Source: an optimization exercise on an open RTL-to-GDS flow (aim: small area). Production flows keep margins and buffers that such runs may drop.
Where RTL was checked, it was by simulation tests only, not by an equivalence proof against the original.
No activity file was given, so power comes from the tool's default toggle rates.

==> flow/design.v (excerpt) <==
module Hq2x #(parameter LENGTH = 16, parameter HALF_DEPTH = 1, parameter DWIDTH = HALF_DEPTH ? 11 : 23)
(
	input             clk,
	input             ce_in,
	input  [DWIDTH:0] inputpixel,
	input             mono,
	input             disable_hq2x,
	input             reset_frame,
	input             reset_line,
	input             ce_out,
	input       [1:0] read_y,
	input             hblank,
	output [DWIDTH:0] outpixel
);
Size: about 5,700 cells after synthesis, roughly 2,200 flip-flops, roughly 34 I/O pins, roughly 90,000 um^2 of cells after synthesis.
Settings: LEC_CHECK=0, CAP_MARGIN=20, CORE_MARGIN=2, CORE_UTILIZATION=65, CTS_BUF_LIST=sky130_fd_sc_hd__clkbuf_16, CTS_CLUSTER_DIAMETER=100, CTS_CLUSTER_SIZE=30, PLACE_DENSITY=0.75, SLEW_MARGIN=20; clock period 8.0 ns.
run.sh (not shown) runs the stock make flow with config.mk's settings and CLKGATE_MAP_FILE= SYNTH_SCRIPT=/design/flow/synth_recipe.tcl, a recipe that flattens the netlist after the stock synthesis.
Change:
--- a/flow/design.v
+++ b/flow/design.v
@@ -307,22 +307,23 @@
 	input [2:0] typ;
 	input [3:0] n1;
 	input [3:0] n2;
 	input [3:0] n3;
 	reg [4:0] m;
 	reg t1, t2, t3, t4, t5;
-	reg [7:0] r1, r2, r3, r4;
 begin
 	m = n2 + n3;
 	t1 = typ == 3'd1; t2 = typ == 3'd2; t4 = typ == 3'd4; t5 = typ == 3'd5;
 	t3 = !(t1 | t2 | t4 | t5);
-	r1 = t4 ? {2'b00, n1, 2'b00} : {1'b0, n1, 3'b000};
-	r2 = (t1 | t4) ? {1'b0, m, 2'b00} : (t2 | t3) ? {2'b00, m, 1'b0} : {3'b000, n1, 1'b0};
-	r3 = t2 ? {3'b000, n1, 1'b0} : (t3 | t5) ? {2'b00, n1, 2'b00} : t4 ? {2'b00, m, 1'b0} : 8'd0;
-	r4 = t2 ? {3'b000, n2, 1'b0} : t5 ? {3'b000, m} : 8'd0;
-	wsum = r1 + r2 + r3 + r4;
+	wsum = ({1'b0, n1, 3'b000} & {8{!t4}})
+	     + ({2'b00, n1, 2'b00} & {8{t3 | t4 | t5}})
+	     + ({3'b000, n1, 1'b0} & {8{t2 | t5}})
+	     + ({1'b0, m, 2'b00}   & {8{t1 | t4}})
+	     + ({2'b00, m, 1'b0}   & {8{t2 | t3 | t4}})
+	     + ({3'b000, m}        & {8{t5}})
+	     + ({3'b000, n2, 1'b0} & {8{t2}});
 end
 endfunction
 function [3:0] topn;
 	input [7:0] s;
 begin
 	topn = s[7:4] + ({1'b0, s[7:4]} + {1'b0, s[3:0]} >= 5'd16);
@@ -338,14 +339,16 @@
 wire diff1 = diff12(Curr1, (cyc == 0) ? Prev1 : (cyc == 1) ? Next0 : (cyc == 2) ? Curr2 : Next2);
 wire [7:0] new_pattern = {diff1, diff0, pattern[7:2]};
 wire [11:0] X = (cyc == 0) ? A : (cyc == 1) ? Prev1 : (cyc == 2) ? Next1 : G;
 wire [7:0] nextpatt_nx = (cyc == 3) ?
 	{new_pattern[7:6], new_pattern[3], new_pattern[5], new_pattern[2], new_pattern[4], new_pattern[1:0]} :
 	{nextpatt[5], nextpatt[3], nextpatt[0], nextpatt[6], nextpatt[1], nextpatt[7], nextpatt[4], nextpatt[2]};
-reg [3:0] bl_rule;    
-wire is_diff = diff12((bl_rule == 4'd15) ? H : B, (bl_rule == 4'd14) ? F : D);
+reg [5:0] hqrule;    
+wire [3:0] bl_rule = hqrule[5:2];
+wire [1:0] df_rule = hqrule[1:0];
+wire is_diff = diff12(df_rule[1] ? B : H, df_rule[0] ? D : F);
 reg  [2:0] btyp0;
 reg [11:0] bi20, bi30;
 always @(*) begin
 	case({!is_diff, bl_rule})
 		1,11,12,13,17: begin btyp0 = 3'd3; bi20 = X; bi30 = X; end
 		      2,14,18: begin btyp0 = 3'd3; bi20 = D; bi30 = D; end
@@ -381,42 +384,28 @@
 	rd_in = sel ? v1 : v0;
 end
 endfunction
 reg [47:0] obuf [0:2*LENGTH-3];
 reg  [4:0] read_x;
 reg  [4:0] wrout_addr;
-reg        wrout_en, wrout_en_d;
-reg [47:0] wrdata;           
-reg [11:0] blend_result_d;
-reg  [1:0] cyc_d;
-reg        ce_in_d;
-reg  [4:0] raddr;
+reg        wrout_en;
+reg [47:0] wrdata;
+reg [47:0] q;
 reg [23:0] outpixel_x2;
 assign outpixel = read_x[0] ? outpixel_x2[23:12] : outpixel_x2[11:0];
-reg [47:0] q;
+wire [3:0] rpos = read_x[4:1];
+reg [47:0] q_nx;
 integer qi;
 always @(*) begin
-	q = 48'd0;
+	q_nx = 48'd0;
 	for (qi = 0; qi < 2*LENGTH-2; qi = qi + 1)
-		if (raddr == qi) q = q | obuf[qi];
+		if (rpos == qi[4:1] && read_y[1] == qi[0]) q_nx = q_nx | obuf[qi];
 end
 always @(posedge clk) begin
-	raddr <= {read_x[4:1], read_y[1]};
-	wrout_en_d <= wrout_en;
-	blend_result_d <= blend_result;
-	cyc_d <= cyc;
-	ce_in_d <= ce_in;
-	if (ce_in_d) begin
-		case(cyc_d)
-			0: wrdata[11:0]  <= blend_result_d;
-			1: wrdata[23:12] <= blend_result_d;
-			2: wrdata[47:36] <= blend_result_d;
-			3: wrdata[35:24] <= blend_result_d;
-		endcase
-	end
-	if (wrout_en_d && wrout_addr < 5'd30) obuf[wrout_addr] <= wrdata;
+	q <= q_nx;
+	if (wrout_en && wrout_addr < 5'd30) obuf[wrout_addr] <= wrdata;
 	if(ce_out) begin
 		if(read_x[0]) outpixel_x2 <= read_y[0] ? q[47:24] : q[23:0];
 		if(~hblank & ~&read_x) read_x <= read_x + 1'd1;
 		if(hblank) read_x <= 0;
 	end
 end
@@ -428,17 +417,23 @@
 wire line_start  = old_reset_line && ~reset_line;
 wire frame_start = line_start && old_reset_frame && ~reset_frame;
 wire curbuf_next = frame_start ? 1'b0 : line_start ? ~curbuf : curbuf;
 always @(posedge clk) begin
 	wrout_en <= 0;
 	if(ce_in) begin
-		bl_rule <= disable_hq2x ? 4'd0 : hq_table(nextpatt_nx) >> 2;
+		hqrule <= disable_hq2x ? 6'd0 : hq_table(nextpatt_nx);
 		btyp <= btyp0; bi1 <= Curr0; bi2 <= bi20; bi3 <= bi30;
 		bl2 <= blend_now;
 		bl3 <= bl2;
 		blend_result <= bl3;
+		case(cyc)
+			0: wrdata[11:0]  <= blend_result;
+			1: wrdata[23:12] <= blend_result;
+			2: wrdata[47:36] <= blend_result;
+			3: wrdata[35:24] <= blend_result;
+		endcase
 		wrdata_finished <= wrdata_finished << 1;
 		if(wrdata_finished[3]) begin
 			wrout_en <= 1;
 			wrout_addr <= waddr;
 		end
 		if(~&offs) begin
Result:
- first-iteration DRC count is lower by 8.9%
- hold slack improved by 78 ps
- sequential share of layout area is lower by 0.44 points
- total power is higher by 5.6%
- maximum frequency is higher by 3.4%
- register-to-register slack improved by 230 ps
- worst setup slack improved by 230 ps
- die area is higher by 1.6%
No functional check of the RTL was part of the second run of this note.

separate check: timing with driven ports:
No port has a modelled driver above. Below, the same layouts with a new extraction and two added sets of constraints. Step 1: set_driving_cell puts a clkbuf_16 on clk and a buf_2 on each other input, an assumption about the parent block. Step 2 moves the port delays by t, midway between the first and last clock arrival at a register: inputs arrive t later, outputs are due t later. That takes back most of the time a late clock gives input paths. Slacks: no drivers / after step 1 / after step 2; pairs: no drivers / after step 1.
| run | shift t [ns] | slack for setup (ns) | latest minus earliest clock arrival (ns) | worst register clock-pin slew, ns |
|---|---|---|---|---|
| the first run | 0.820 | 0.970 / 0.970 / 0.970 | 0.087 / 0.087 | 0.12 / 0.12 |
| the second run | 0.824 | 1.201 / 1.201 / 1.201 | 0.041 / 0.041 | 0.12 / 0.12 |
After both steps every run listed still meets setup and hold.
